What follows belongs to an exercise in optimizing a design on an open flow for small area, a short achievable clock period and few clock cycles; a production flow would make more cautious choices. Only simulation tests tie the RTL to the original design; equivalence was not proved. No activity file was given, so power comes from the tool's default toggle rates.

**design/flow/constraint.sdc**
```tcl
create_clock -name core_clock -period 5.5 [get_ports {clk}]
set_input_delay 1.1000 -clock core_clock [delete_from_list [all_inputs] [get_ports {clk}]]
set_output_delay 1.1000 -clock core_clock [all_outputs]
set_load 0.01 [all_outputs]
```
**design/flow/design.v**
```verilog
`timescale 1ns / 1ps
module register(
			clk,
			rst,
			en,				
			d,				
			q
    );
    input clk,rst,en;
    input wire[15:0]d;
    output reg[15:0]q;
   always@(posedge clk or negedge rst )
     if(rst==0)
       q <= 16'b0000_0000_0000_0000;
     else
       begin
          if(en==1)
             q <= d;
          else
             q <= q;
       end
endmodule
`timescale 1ns / 1ps
module reg_group(
            clk,       
            rst	,	
			en_in,		
			reg_en,		
			d_in,		
			rd,rs,		
			rd_q,
			rs_q,
            en_out,
            ZF_ctrl
    );
    input clk,rst;
    input wire[4:0] reg_en;
    input wire[15:0] d_in;
    input wire[1:0] rd,rs,en_in;
    output reg en_out,ZF_ctrl;
    output reg [15:0]rd_q,rs_q;
    wire[15:0]q0,q1,q2,q3,ZF;
    register reg0(
               . clk(clk)        ,
               . rst(rst)        ,
               . en (reg_en[0])           ,                
               . d  (d_in)           ,                
               . q  (q0)
               );
     register reg1(
               . clk(clk)        ,
               . rst(rst)        ,
               . en (reg_en[1])           ,                
               . d  (d_in)           ,                
               . q  (q1)    
               );
     register reg2(
               . clk(clk)        ,
               . rst(rst)        ,
               . en (reg_en[2])           ,                
               . d  (d_in)           ,                
               . q  (q2)   
               );
     register reg3(
               . clk(clk)        ,
               . rst(rst)        ,
               . en (reg_en[3])           ,                
               . d  (d_in)           ,                
               . q  (q3) 
               );     
     register ZF_reg(
               . clk(clk)        ,
               . rst(rst)        ,
               . en (reg_en[4])           ,                
               . d  (d_in)           ,                
               . q  (ZF) 
               );
     always@(*)
       begin
          case (rd)
             2'b00: rd_q = q0;
             2'b01: rd_q = q1;
             2'b10: rd_q = q2;
             default: rd_q = q3;
          endcase
          case (rs)
             2'b00: rs_q = q0;
             2'b01: rs_q = q1;
             2'b10: rs_q = q2;
             default: rs_q = q3;
          endcase
          en_out  = (en_in == 2'b01);
          if (en_in == 2'b10 && rd == 2'b00)
             ZF_ctrl = ZF[0];
          else if (en_in == 2'b10 && rd == 2'b10)
             ZF_ctrl = ~ZF[0];
          else
             ZF_ctrl = 1'b0;
       end
endmodule
`timescale 1ns / 1ps
module pc(
         clk,
         rst		,       
		 en_in		,
		 pc_ctrl  	,
		 offset_addr,		 
		 pc_out  		
    );
    input clk,rst,en_in;
    input [1:0] pc_ctrl;
    input [7:0] offset_addr;
    output reg[15:0] pc_out;
    always@(posedge clk or negedge rst)
    begin
        if(rst==0)
            begin
                pc_out<=16'b0000_0000_0000_0000;
            end
         else
            begin
                 if(en_in==1)
                    begin
                         case (pc_ctrl)
                         2'b01:
                            pc_out <= pc_out + 1;
                         2'b11:
                            pc_out <= {8'b0000_0000,offset_addr[7:0]};
                         default:                            
                            pc_out <= pc_out;
                       endcase
                    end
                 else begin
                        pc_out <= pc_out;
                      end
            end   
    end  
endmodule
`timescale 1ns / 1ps
module ldr_str_mux(
    en_in,en_out,
    rd_q,rs_q,ldr_sel,
    dmem_re,dmem_we,dmem_addr,dmem_wdata
    );
    input [15:0] rs_q,rd_q;
    input [1:0] ldr_sel;
    input en_in;
    output reg en_out;
    output reg dmem_re,dmem_we;
    output [15:0] dmem_addr,dmem_wdata;
    assign dmem_addr  = rs_q;
    assign dmem_wdata = rd_q;
    always @(*) begin
        dmem_re = 1'b0;
        dmem_we = 1'b0;
        en_out  = 1'b0;
        if (en_in == 1'b1) begin
            case (ldr_sel)
                2'b00: en_out = 1'b1;
                2'b01: begin
                    dmem_re = 1'b1;
                    en_out  = 1'b1;
                end
                2'b10: dmem_we = 1'b1;
                default: ;
            endcase
        end
    end
endmodule
`timescale 1ns / 1ps  
module alu_mux (
	clk,rst, 
	en_in,offset, rd_q ,rs_q,alu_in_sel,alu_a,alu_b,en_out
);
input [15:0] rd_q, rs_q;
input clk,rst,en_in;
input [1:0]alu_in_sel;
input [7:0] offset;
output [15:0] alu_a,alu_b;
output en_out;
reg [15:0] alu_a,alu_b;
reg  en_out;
always @(posedge clk or negedge rst) 
begin
	   if(rst ==1'b0)
	   begin
			alu_a <= 16'b0000000000000000;
			alu_b <= 16'b0000000000000000;
			en_out <= 1'b0;
	   end		
	   else 
	   begin
		  if(en_in == 1'b1)
		      begin
		  	    alu_a <= rd_q;
		  	    en_out <= 1'b1;
		  		  if(alu_in_sel ==2'b00) 
		  			  alu_b <= {8'b00000000,offset[7:0]}; 
		  		  else if(alu_in_sel ==2'b01)
		  			  alu_b <= rs_q;
		  	   end
		  else
		  	en_out <= 1'b0;
		end
end
endmodule
`timescale 1ns / 1ps  
module alu (
	clk,rst, 
	en_in, alu_a, alu_b, alu_func, en_out, alu_out, ldr_data
);
input [15:0] alu_a, alu_b;
input [15:0] ldr_data;  
input clk,rst, en_in;
input [3:0] alu_func;
output [15:0] alu_out;
output en_out;
reg [15:0] alu_out;
reg  en_out;
always @(negedge rst or posedge clk) 
begin
    if(rst ==1'b0)
	   begin
	   	alu_out <= 16'b0000000000000000;
	   	en_out  <= 1'b0;
	   end				
    else 
        begin
		if(en_in == 1'b1)
			begin
				en_out  <= 1'b1;
			    case (alu_func)
				3'b000:alu_out <= alu_b;
				3'b011: alu_out <= alu_a & alu_b;
				3'b100:  alu_out <= alu_a | alu_b;
				3'b001: alu_out <= alu_a + alu_b ;
				3'b010: alu_out <= alu_a - alu_b ;
				3'b101:  alu_out <= alu_b<<1;
				3'b110: alu_out <= alu_b>>1;
				4'b1110:  alu_out <= alu_a ^ alu_b;
				4'b1111: alu_out <= ~alu_a ^ alu_b;
				4'b1011:begin
					if(alu_a==alu_b)
					alu_out<=16'b0000_0000_0000_0001;
					else if(alu_a>alu_b)
					alu_out<=16'b0000_0000_0000_0010;
					else if(alu_a<alu_b)
					alu_out<=16'b0000_0000_0000_0100;
				end
				4'b1101: alu_out <=ldr_data;
				4'b1100: alu_out <=alu_a;
				default: alu_out <= 16'b0000_0000_0000_0000;
			    endcase
			end
		else 
			begin
				en_out <= 1'b0;
				alu_out <= alu_out;
			end
        end
end
endmodule
`timescale 1ns / 1ps  
module data_path (
	 clk,rst,en_pc,pc_ctrl,offset,ldr_sel,en_in,reg_en,alu_in_sel,alu_func,rd,rs,en_out,pc_out,
 dmem_re,dmem_we,dmem_addr,dmem_wdata,dmem_rdata
);
input clk,rst,en_pc;
input [7:0] offset;
input [1:0] en_in,pc_ctrl,rd,alu_in_sel,rs,ldr_sel;
input [4:0]  reg_en;
input [3:0] alu_func;
input [15:0] dmem_rdata;
output  en_out;
output  dmem_re,dmem_we;
output [15:0] pc_out,dmem_addr,dmem_wdata;
wire en_out_group ,en_out_ldr,en_out_alu_mux,ZF_ctrl;  
wire [15:0] rd_q, rs_q ,alu_a ,alu_b ,alu_out;	
pc pc1(
         .clk(clk),
         .rst(rst),       
		 .en_in(en_pc),
		 .pc_ctrl({ZF_ctrl|pc_ctrl[1],ZF_ctrl|pc_ctrl[0]}),
		 .offset_addr(offset), 		 			 
		 .pc_out(pc_out)	
    );
reg_group reg_group1(
				.clk(clk),
				.rst(rst),
				.en_in(en_in),
				.reg_en(reg_en),
				.d_in(alu_out),
				.rd(rd),
				.rs(rs),
				.rd_q(rd_q),
				.rs_q(rs_q),
				.en_out(en_out_group),
				.ZF_ctrl(ZF_ctrl)
			);
ldr_str_mux ldr_str_mux1(
				.en_in(en_out_group),
				.rs_q(rs_q),
				.rd_q(rd_q),
				.ldr_sel(ldr_sel),
				.dmem_re(dmem_re),
				.dmem_we(dmem_we),
				.dmem_addr(dmem_addr),
				.dmem_wdata(dmem_wdata),
				.en_out(en_out_ldr)
				);
alu_mux alu_mux1(             
					.clk(clk),                           
					.rst(rst),
					.en_in(en_out_ldr),
					.rd_q(rd_q),
					.rs_q(rs_q),
					.offset(offset),
					.alu_in_sel(alu_in_sel),
					.alu_a(alu_a),				
					.alu_b(alu_b),
					.en_out(en_out_alu_mux)	
				);
alu alu1 (
					.clk(clk),    
					.rst(rst),
					.en_in(en_out_alu_mux),					
					.alu_a(alu_a),
					.alu_b(alu_b),
					.alu_func(alu_func),
					.ldr_data(dmem_rdata),
					.en_out(en_out),
					.alu_out(alu_out ) 
				);				
endmodule				
`timescale 1ns / 1ps  
module ir(clk,rst,ins,en_in,ir_out);
input clk,rst;
input [15:0] ins;   
input en_in;
output reg [15:0] ir_out;
always @ (posedge clk or negedge rst) begin
	if(!rst) begin
		ir_out <= 16'b000000000000;
	end
	else begin
		if(en_in) begin
			ir_out <= ins;
		end
		else begin
			ir_out <= ir_out;
		end
	end
end
endmodule
`timescale 1ns / 1ps  
module state_transition(clk,rst,alu_end,rd,rs,ldr_sel,opcode,en_fetch,en_pc,pc_ctrl,reg_en,alu_in_sel,alu_func,en_group_pulse
);
input clk,rst;
input alu_end;
input [1:0] rd,rs;
input [3:0] opcode;
output reg en_fetch;
output reg en_pc;
output reg [1:0] en_group_pulse;
output reg [1:0] pc_ctrl;
output reg [4:0] reg_en;
output reg [1:0] alu_in_sel,ldr_sel;
output reg [3:0] alu_func;
reg [1:0] en_group_reg, en_group;
reg [4:0] current_state,next_state;
parameter Initial       = 5'b00000;
parameter Fetch         = 5'b00001; 			
parameter Decode        = 5'b00010; 		
parameter Execute_Moveb = 5'b00011;  
parameter Execute_Addb  = 5'b00100;    
parameter Execute_Subb   = 5'b00101;    
parameter Execute_And   = 5'b00110;    
parameter Execute_Or    = 5'b00111;
parameter Execute_Jz    = 5'b01000;
parameter Execute_Cmp   = 5'b01011;
parameter Execute_Ldr   = 5'b01101;
parameter Execute_Str   = 5'b01100;
parameter Execute_NOR   = 5'b01110;
parameter Execute_XNOR  = 5'b01111;
parameter Execute_Jump  = 5'b01010;   
parameter Write_back    = 5'b01001; 
parameter Execute_Shift = 5'b10000;
parameter Execute_Move  = 5'b10001;
parameter Execute_Add   = 5'b10010;
parameter Execute_Sub   = 5'b10011;
always @ (posedge clk or negedge rst) begin
	if(!rst)
		current_state <= Initial;
	else 
		current_state <= next_state;
end
always @ (*) 
begin
	case (current_state)
		Initial: 
		begin
			if(rst)
				next_state = Fetch;
			else
				next_state = Initial;
		end
		Fetch:	
		begin
			next_state = Decode;
        end
		Decode:
			begin
				case(opcode)
                4'b0000: next_state = Execute_Moveb;
				4'b0001: next_state = Execute_Move;
                4'b0010: next_state = Execute_Addb;
				4'b0011: next_state = Execute_Add;
                4'b0100: next_state = Execute_Subb;
				4'b0101: next_state = Execute_Sub;
				4'b0110: next_state = Execute_Shift;
                4'b0111: next_state = Execute_And;
                4'b1001: next_state = Execute_Or;
                4'b1010: next_state = Execute_Jump;
				4'b1000: next_state = Execute_Jz;
				4'b1011: next_state = Execute_Cmp;
				4'b1101: next_state = Execute_Ldr;
				4'b1100: next_state = Execute_Str;
				4'b1110: next_state = Execute_NOR;
				4'b1111: next_state = Execute_XNOR;
                default: next_state = current_state;
            endcase
			end
		Execute_Moveb: 
		begin
			if(alu_end)
				next_state = Write_back;
			else
				next_state = current_state;
		end
		Execute_Move: 
		begin
			if(alu_end)
				next_state = Write_back;
			else
				next_state = current_state;
		end
		Execute_Addb: 
		begin
			if(alu_end)
				next_state = Write_back;
			else
				next_state = current_state;
		end
		Execute_Add: 
		begin
			if(alu_end)
				next_state = Write_back;
			else
				next_state = current_state;
		end
		Execute_Subb: 
		begin
			if(alu_end)
				next_state = Write_back;
			else
				next_state = current_state;
		end
		Execute_Sub: 
		begin
			if(alu_end)
				next_state = Write_back;
			else
				next_state = current_state;
		end
		Execute_And: 
		begin
			if(alu_end)
				next_state = Write_back;
			else
				next_state = current_state;
		end   
		Execute_Or: 
		begin
			if(alu_end)
				next_state = Write_back;
			else
				next_state = current_state;
        end
		Execute_Cmp:
		begin
			if(alu_end)
			next_state = Write_back;
		else
			next_state = current_state;
		end
		Execute_Ldr: 
		begin
			if(alu_end)
				next_state = Write_back;
			else
				next_state = current_state;
        end
		Execute_Str: next_state = Fetch;
		Execute_NOR: 
		begin
			if(alu_end)
				next_state = Write_back;
			else
				next_state = current_state;
        end
		Execute_XNOR: 
		begin
			if(alu_end)
				next_state = Write_back;
			else
				next_state = current_state;
        end
		Execute_Shift: 
		begin
			if(alu_end)
				next_state = Write_back;
			else
				next_state = current_state;
        end
		Execute_Jz: next_state = Fetch;
		Execute_Jump: next_state = Fetch;
		Write_back: next_state = Fetch;
		default: next_state = current_state;
	endcase
end
always @ (*) begin
	if(!rst) begin
		en_fetch = 1'b0;
		en_group = 1'b0;
		en_pc = 1'b0;
		pc_ctrl = 2'b00;
		reg_en = 4'b0000;
		alu_in_sel = 1'b0;
		alu_func = 3'b000;
		ldr_sel = 1'b0;
	end
	else begin
		case (next_state)  
			Initial: 
			begin
				en_fetch = 1'b0;
				en_group = 1'b0;
				en_pc = 1'b0;
				pc_ctrl = 2'b00;
				reg_en = 4'b0000;
				alu_in_sel = 1'b0;
				alu_func = 3'b000;
				ldr_sel = 1'b0;
			end
			Fetch: 
			begin
				en_fetch = 1'b1;
				en_group = 1'b0;
				en_pc = 1'b1;
				pc_ctrl = 2'b01;
				reg_en = 4'b0000;
				alu_in_sel = 1'b0;
				alu_func = 3'b000;
				ldr_sel = 1'b0;
			end
			Decode: 
			begin
				en_fetch = 1'b0;
				en_group = 1'b0;
				en_pc = 1'b0;
				pc_ctrl = 2'b00;
				reg_en = 4'b0000;
				alu_in_sel = 1'b0;
				alu_func = 3'b000;
				ldr_sel = 1'b0;
			end
			Execute_Moveb: 
			begin
				en_fetch = 1'b0;
				en_group = 1'b1;
				en_pc = 1'b0;
				pc_ctrl = 2'b00;
				reg_en = 4'b0000;
				alu_in_sel = 1'b0;
				alu_func = 3'b000;
				ldr_sel = 1'b0;
			end
			Execute_Move: 
			begin
				en_fetch = 1'b0;
				en_group = 1'b1;
				en_pc = 1'b0;
				pc_ctrl = 2'b00;
				reg_en = 4'b0000;
				alu_in_sel = 1'b1;
				alu_func = 3'b000;
				ldr_sel = 1'b0;
			end
			Execute_Addb: 
			begin
				en_fetch = 1'b0;
				en_group = 1'b1;
				en_pc = 1'b0;
				pc_ctrl = 2'b00;
				reg_en = 4'b0000;
				alu_in_sel = 1'b0;
				alu_func = 3'b001;
				ldr_sel = 1'b0;
			end
			Execute_Add: 
			begin
				en_fetch = 1'b0;
				en_group = 1'b1;
				en_pc = 1'b0;
				pc_ctrl = 2'b00;
				reg_en = 4'b0000;
				alu_in_sel = 1'b1;
				alu_func = 3'b001;
				ldr_sel = 1'b0;
			end
			Execute_Subb: 
			begin
				en_fetch = 1'b0;
				en_group = 1'b1;
				en_pc = 1'b0;
				pc_ctrl = 2'b00;
				reg_en = 4'b0000;
				alu_in_sel = 1'b0;
				alu_func = 3'b010;
				ldr_sel = 1'b0;
			end
			Execute_Sub: 
			begin
				en_fetch = 1'b0;
				en_group = 1'b1;
				en_pc = 1'b0;
				pc_ctrl = 2'b00;
				reg_en = 4'b0000;
				alu_in_sel = 1'b1;
				alu_func = 3'b010;
				ldr_sel = 1'b0;
			end
			Execute_And: 
			begin
				en_fetch=1'b0;
				en_group = 1'b1;
				en_pc = 1'b0;
				pc_ctrl=1'b0;
				reg_en = 4'b0000;
				alu_in_sel = 1'b1;
				alu_func=3'b011;
				ldr_sel = 1'b0;
			end
			Execute_Or: 
			begin
				en_fetch=1'b0;
				en_group = 1'b1; 
				en_pc = 1'b0;
				pc_ctrl=1'b0;
				reg_en = 4'b0000;
				alu_in_sel = 1'b1;
				alu_func=3'b100;
				ldr_sel = 1'b0;
			end
			Execute_Cmp:
			begin
				en_fetch=1'b0;
				en_group = 1'b1; 
				en_pc = 1'b0;
				pc_ctrl=1'b0;
				reg_en = 4'b0000;
				alu_in_sel = 2'b01;
				alu_func=4'b1011;
				ldr_sel = 2'b00;
			end
			Execute_Ldr: 
			begin
				en_fetch=1'b0;
				en_group = 1'b1; 
				en_pc = 1'b0;
				pc_ctrl=1'b0;
				reg_en = 4'b0000;
				alu_in_sel = 2'b10;
				alu_func=4'b1101;
				ldr_sel = 2'b01;
			end
			Execute_Str: 
			begin
				en_fetch=1'b0;
				en_group = 1'b1;
				en_pc = 1'b0;
				pc_ctrl=1'b0;
				reg_en = 4'b0000;
				alu_in_sel = 2'b10;
				alu_func=4'b1100;
				ldr_sel = 2'b10;
			end
			Execute_NOR: 
			begin
				en_fetch=1'b0;
				en_group = 1'b1; 
				en_pc = 1'b0;
				pc_ctrl=1'b0;
				reg_en = 4'b0000;
				alu_in_sel = 1'b1;
				alu_func=4'b1110;
				ldr_sel = 1'b0;
			end
			Execute_XNOR: 
			begin
				en_fetch=1'b0;
				en_group = 1'b1; 
				en_pc = 1'b0;
				pc_ctrl=1'b0;
				reg_en = 4'b0000;
				alu_in_sel = 1'b1;
				alu_func=4'b1111;
				ldr_sel = 1'b0;
			end
			Execute_Jz:
			begin
				en_fetch = 1'b0;
				en_group = 2'b10; 
				en_pc = 1'b1;
				pc_ctrl = 2'b00;
				reg_en = 4'b0000;
				alu_in_sel = 1'b0;
				alu_func = 3'b000;
				ldr_sel = 1'b0;
			end
			Execute_Jump: 
			begin
				en_fetch = 1'b0;
				en_group = 1'b0; 
				en_pc = 1'b1;
				pc_ctrl = 2'b11;
				reg_en = 4'b0000;
				alu_in_sel = 1'b0;
				alu_func = 3'b000;
				ldr_sel = 1'b0;
			end
			Execute_Shift:
			begin
				case (rd)
					2'b01:begin
						en_fetch = 1'b0;
						en_group = 1'b1;
						en_pc = 1'b0;
						pc_ctrl = 2'b00;
						reg_en = 4'b0000;
						alu_in_sel = 1'b1;
						alu_func = 3'b110;
						ldr_sel = 1'b0;
					end 
					2'b10:begin
						en_fetch = 1'b0;
						en_group = 1'b1;
						en_pc = 1'b0;
						pc_ctrl = 2'b00;
						reg_en = 4'b0000;
						alu_in_sel = 1'b1;
						alu_func = 3'b101;
						ldr_sel = 1'b0;
					end
					default: begin
						en_fetch = 1'b0;
						en_group = 1'b0;
						en_pc = 1'b0;
						pc_ctrl = 2'b00;
						reg_en = 4'b0000;
						alu_in_sel = 1'b0;
						alu_func = 3'b000;
						ldr_sel = 1'b0;
					end
				endcase
			end
			Write_back:begin
				if (opcode==4'b1011) 
				reg_en=5'b10000;
				else if(opcode==4'b0110)begin
					case (rs)
						2'b00: reg_en = 4'b0001;
						2'b01: reg_en = 4'b0010;
						2'b10: reg_en = 4'b0100;
						2'b11: reg_en = 4'b1000;
						default: reg_en = 4'b0000;
						endcase
				end
				else
					begin
					case(rd)
						2'b00: reg_en = 4'b0001;
						2'b01: reg_en = 4'b0010;
						2'b10: reg_en = 4'b0100;
						2'b11: reg_en = 4'b1000;
						default: reg_en = 4'b0000;
					endcase
					end
				en_fetch = 1'b0;
				en_group = 1'b0;
				en_pc = 1'b0;
				pc_ctrl = 2'b00;
				alu_in_sel = 1'b0;
				alu_func = 3'b000;
				ldr_sel = 1'b0;
				end
			default: 
			begin
				en_fetch = 1'b0;
				en_group = 1'b0;
				en_pc = 1'b0;
				pc_ctrl = 2'b00;
				reg_en = 4'b0000;
				alu_in_sel = 1'b0;
				alu_func = 3'b000;
				ldr_sel = 1'b0;
			end
		endcase
	end
end
always @ (posedge clk or negedge rst) 
begin
	if(!rst) begin
		en_group_reg <= 2'b00;
	end
	else begin
		en_group_reg <= en_group;
	end
end
always @ (en_group_reg or en_group) 
begin
	en_group_pulse <= en_group & (~en_group_reg);
end
endmodule
`timescale 1ns / 1ps  
module control_unit (
 clk,rst,alu_end,ins,en_ram_in,en_group,en_pc,reg_en,alu_in_sel,ldr_sel,alu_func,pc_ctrl,ir_out
);
input clk,rst,alu_end;	
input [15:0] ins;
output en_ram_in,en_pc;	
output [4:0]	reg_en;
output [3:0]	alu_func;
output [1:0]	en_group,pc_ctrl,alu_in_sel,ldr_sel;
output [15:0]   ir_out ;
reg en_ram_out;
always @ (posedge clk or negedge rst) begin
	if(!rst)
		en_ram_out <= 1'b0;
	else
		en_ram_out <= en_ram_in;
end
ir ir1 (
				.clk(clk)	,
				.rst(rst)   ,
				.ins(ins)   ,
				.en_in(en_ram_out)	,
				.ir_out(ir_out)
				);
state_transition state_transition1(
					.clk(clk) ,
					.rst(rst) ,
					.alu_end(alu_end) ,
					.rd(ir_out[11:10]) ,
					.rs(ir_out[9:8]),
					.opcode(ir_out[15:12])  ,
					.en_fetch(en_ram_in),	
					.en_group_pulse(en_group),
					.en_pc(en_pc)  ,
					.pc_ctrl(pc_ctrl) ,
					.reg_en(reg_en) ,
					.alu_in_sel(alu_in_sel)	,
					.alu_func(alu_func),
					.ldr_sel(ldr_sel)
				);
endmodule
`timescale 1ns / 1ps  
module cpu(clk,rst,imem_en,imem_addr,imem_rdata,dmem_re,dmem_we,dmem_addr,dmem_wdata,dmem_rdata);
input         clk,rst;
output        imem_en;
output [15:0] imem_addr;
input  [15:0] imem_rdata;
output        dmem_re,dmem_we;
output [15:0] dmem_addr,dmem_wdata;
input  [15:0] dmem_rdata;
wire         en_pc,alu_end;
wire  [1:0]  en_group,alu_in_sel,ldr_sel;
wire  [1:0]  pc_ctrl;
wire  [4:0]  reg_en;
wire  [3:0]  alu_func;
wire  [15:0] ir_out;
data_path data_path1 (
					.clk(clk),
					.rst(rst),
					.en_pc(en_pc),
					.pc_ctrl(pc_ctrl),
					.offset(ir_out[7:0]),
					.en_in(en_group),
					.reg_en(reg_en) ,
					.alu_in_sel(alu_in_sel),
					.alu_func(alu_func),
				    .rd(ir_out[11:10]),
					.rs(ir_out[9:8]),
					.en_out(alu_end),
					.pc_out(imem_addr),
					.ldr_sel(ldr_sel),
					.dmem_re(dmem_re),
					.dmem_we(dmem_we),
					.dmem_addr(dmem_addr),
					.dmem_wdata(dmem_wdata),
					.dmem_rdata(dmem_rdata)
				);
control_unit control_unit1(
					.clk(clk ) ,
					.rst(rst) ,
					.alu_end(alu_end) ,
					.ins(imem_rdata),
					.en_ram_in(imem_en),
				    .en_group(en_group),
					.en_pc(en_pc),
					.reg_en(reg_en),
				    .alu_in_sel(alu_in_sel),
					.alu_func (alu_func),
					.pc_ctrl(pc_ctrl),
					.ir_out(ir_out),
					.ldr_sel(ldr_sel)
				);
endmodule
```
**design/flow/run.sh**
```bash
#!/bin/bash
# synth_recipe.tcl (not shown) runs the flow's synth.tcl, then flattens the netlist and writes it again
# the make line also repeats each setting of config.mk as NAME=value (left out here)
make -C /OpenROAD-flow-scripts/flow DESIGN_CONFIG=/design/flow/config.mk WORK_HOME=/design/flow/orfs CLKGATE_MAP_FILE= SYNTH_SCRIPT=/design/flow/synth_recipe.tcl finish
```
**design/flow/config.mk**
```make
export PLATFORM = sky130hd
export DESIGN_NAME = cpu
export DESIGN_NICKNAME = cpu
export VERILOG_FILES = /design/flow/design.v
export SDC_FILE = /design/flow/constraint.sdc
export NUM_CORES = 4
export LEC_CHECK = 0
export CAP_MARGIN = 20
export CORE_MARGIN = 2
export CORE_UTILIZATION = 40
export SLEW_MARGIN = 20
```
==> flow_summary.toml <==
[route]
avgViaCountPerCell = 6.15
vias = 9440
drt_drc_violations_left = 0
routed_wl_mm = 34.7
detail-route-antenna-nets = 0
drt-wirelength-per-cell_um = 22.6
detail_route.first_pass.iterations = 6
initialDrtViolationCount = 1040

[layout]
finalNetCount = 1277
final_cell_mix = "dfrtp_1, mux2_2, clkdlybuf4s50_1, nand2_1, inv_1"
final_common_cell = "dfrtp_1"
post_route_cells_drive_above_1_share_pct = 16.5
layout.cells.non_filler = 1536
fill_cells = 2543
n_antenna_cell = 0
layout-area-overhead-vs-synth_pct = 16.0

[worst_setup_path]
timing_worst_setup_path_type = "reg2out"
crit_fanout = 7
ff2ff_setup_slack_ns = 1.29
cp.arrival_ns = 3.79
worst_r2r_startpoint = "control_unit1.ir1.ir_out[12]"
worst-endpoint-required_ns = 4.40
endpoint_kind = "primary output"
r2r_cells = 11
worst_setup_path_start_kind = "flop"
critical_path.reg2reg.endpoint = "data_path1.alu1.alu_out[3]"

[min_path]
hold_start = "control_unit1.ir1.ir_out[2]"
hold_path.class = "reg2reg"
holdPathStages = 2
hold_path_end = "data_path1.pc1.pc_out[2]"

[yosys]
synth-seq-cells = 155
synthTopCellsByArea = "dfrtp_1, mux2_2, ha_1, mux4_2, nand2_1"
post_synth_num_cell_types = 99
synth_area_per_inst_um2 = 9.84
syn-num-nets = 1214
syn_area_mm2 = 0.0110
synth-seq-area-share_pct = 35.2
synth-edff-count = 0
async_reset_ff_share_pct = 100
yosys.area.top_type_share_pct = 35.2
postSynthCellCount = 1119
synth_largest_area_cell = "dfrtp_1"
synthesis.yosys.warnings = 9
synth-main-ff-cell = "dfrtp_1"

[grt]
grt_pass1_wl_mm = 54.4
via_count_of_the_first_global_routing_pass = 9421
overflow = 0
initial_antenna_violation_count = 0
track_usage_pct = 24.3
grt_max_degree = 164

[pwr]
power.ir.vdd_worst_uv = 273
power_per_cell_area_mw_per_mm2 = 597
leakage_nw = 5.38
power_w = 0.00762

[timing]
timing.fmax_mhz = 205
grt_setup_unrepaired = "no"
worst_slew_margin_rel_pct = 24.1
fin_setup_tns_ns = 0
report.final.setup_viol = 0
maxSlewViolCount = 0
clock-skew-final_ns = 0.0209
final_period_minus_worst_setup_slack_ns = 4.89
timing_worst_slew_pin_value_ns = 1.13
number_of_hold_violations_in_the_final_report = 0
share_of_the_clock_period_used_by_the_worst_path_after_layout_pct = 88.8

[clock_tree]
cts-buffers-inserted = 17
htree_num_levels = 4
clockRootBuffer = "clkbuf_16"
clock_path_buffers = 2
cts_tree = "yes"
post_cts_sizing = 0
post_cts_hold_buffer_count = 0
clock_sinks = 155
clock_insertion_delay_worst_skew_ns = 0.43
postCtsSetupRepairBufs = 0
clk_pin_slew_worst_paths_ns = 0.07

[floorplan]
core.rowCount = 60
floorplan.initialDensity_pct = 40.7
core_mm2 = 0.0270
floorplan.die.height_um = 170
die_area_mm2 = 0.0289
die_x_um = 170
count_of_boundary_i_o_pins = 85

[place]
io_buffers = 84
dp.cells = 1504
dp.final_hpwl_mm = 25.0
gp_congestion = 0.995

[job]
cap_violations = 0

[run_status]
run_status = "timing/DRC/antenna clean"
==> cells in the mapped netlist (all sizes together), types with 6 or more instances <==
cell type / count
nand2: 85
a2111oi: 6
a221oi: 12
nand4: 9
nor2b: 10
a211oi: 6
mux4: 17
mux2: 92
nor2: 66
a21o: 12
o21bai: 11
nand3: 30
a222oi: 21
o221ai: 8
mux2i: 24
a22o: 6
o21ai: 57
and3: 7
o22ai: 8
dfrtp: 155
a22oi: 8
inv: 79
xnor2: 34
o211ai: 11
a31oi: 15
a21oi: 63
ha: 59
and2: 6
clkbuf: 29
buf: 32
nor4: 10
nor3: 18
xor2: 24
==> metrics by stage <==
step | utilization (%) | setup WS, ns | area (µm²) | hold slack (ns)
finish | 47.2 | 0.614 | 12800 | 0.516
global route | 47.2 | 0.379 | 12800 | 0.547
CTS | 47.2 | 0.602 | 12800 | 0.517
detailed placement | 45.1 | 0.887 | 12200 | 0.502
global placement | 45.1 | 0.873 | 12200 | 0.499
floorplan | - | 1.36 | 11000 | 0.393
==> power breakdown <==
group	internal [W]	total, W	switching, W
Combinational	0.00176	0.00446	0.00270
Clock	0.000686	0.00118	0.000491
Sequential	0.00144	0.00198	0.000540
==> kinds of logic after synthesis <==
group	Yosys count	share of synthesized area (%)
xor gates and xnor gates	58	4.61
and+or+nand+nor	264	12.3
buffers and inverters	142	5.33
adders and majority gates	62	7.16
AOI/OAI and AO/OA	305	20.3
muxes	133	15.1
DFF	155	35.2
==> critical path, stage by stage, from the launching register on <==
cell and delay [ns]:
dfrtp_1 0.44, inv_1 0.11, ha_1 0.35, mux4_2 0.50, o22a_2 0.30, clkinv_2 0.13, o21ai_2 0.08, a21boi_1 0.29
a21o_1 0.15, o211ai_1 0.16, nor3_1 0.28, clkdlybuf4s50_1 0.58
==> cell type report <==
cell class                 count  area (µm²)  area share, %
clock buffer                  20         447           3.50
sequential                   155        3880           30.4
multi-input combinational    822        6560           51.4
timing repair buffer         105        1010           7.93
tap                          341         427           3.34
clock inverter                12         136           1.07
inverter                      81         307           2.40
==> layer usage <==
metal	vias up	part of all wire (%)	GRT usage, %	wire length (µm)
met5	-	0	0	0
met4	0	3.0	8.70	1030
met3	71	6.7	4.49	2310
met2	391	47	39.3	16400
met1	4714	43	32.7	14900
li1	4264	-	-	-
==> how the worst max path moves through the flow <==
stage	slack (ns)	cells after the start	endpoint	start
finish	0.61	11	dmem_re	control_unit1.ir1.ir_out[12]
global route	0.38	11	dmem_re	control_unit1.ir1.ir_out[12]
CTS	0.60	11	dmem_re	control_unit1.ir1.ir_out[12]
detailed placement	0.89	10	dmem_re	rst
global placement	0.87	10	dmem_re	rst
floorplan	1.36	10	dmem_re	rst
Testbench counts, summed over its fixed seeds: cycles 432,617.

static timing again, ports no longer ideal:
Ports are ideal in the flow. The routed layout listed here was re-timed in OpenROAD.
Step 1, drivers: a clkbuf_16 drives clk and a buf_2 each remaining input, both assumed.
Step 2 times the ports against the registers' clock, not the clock port: input delays grow and output delays shrink by t, the midpoint of the rising clock arrivals with the driver on.
a / b / c = no drivers / after step 1 / after step 2; a / b = the first two.
t, ns: 0.463
setup slack, ns: 0.614 / 0.570 / 0.844
worst setup path at the end: input to output
After both steps this run still meets setup and hold. The setup slack of this run moves by -0.044 ns with the drivers and by +0.230 ns with both steps.
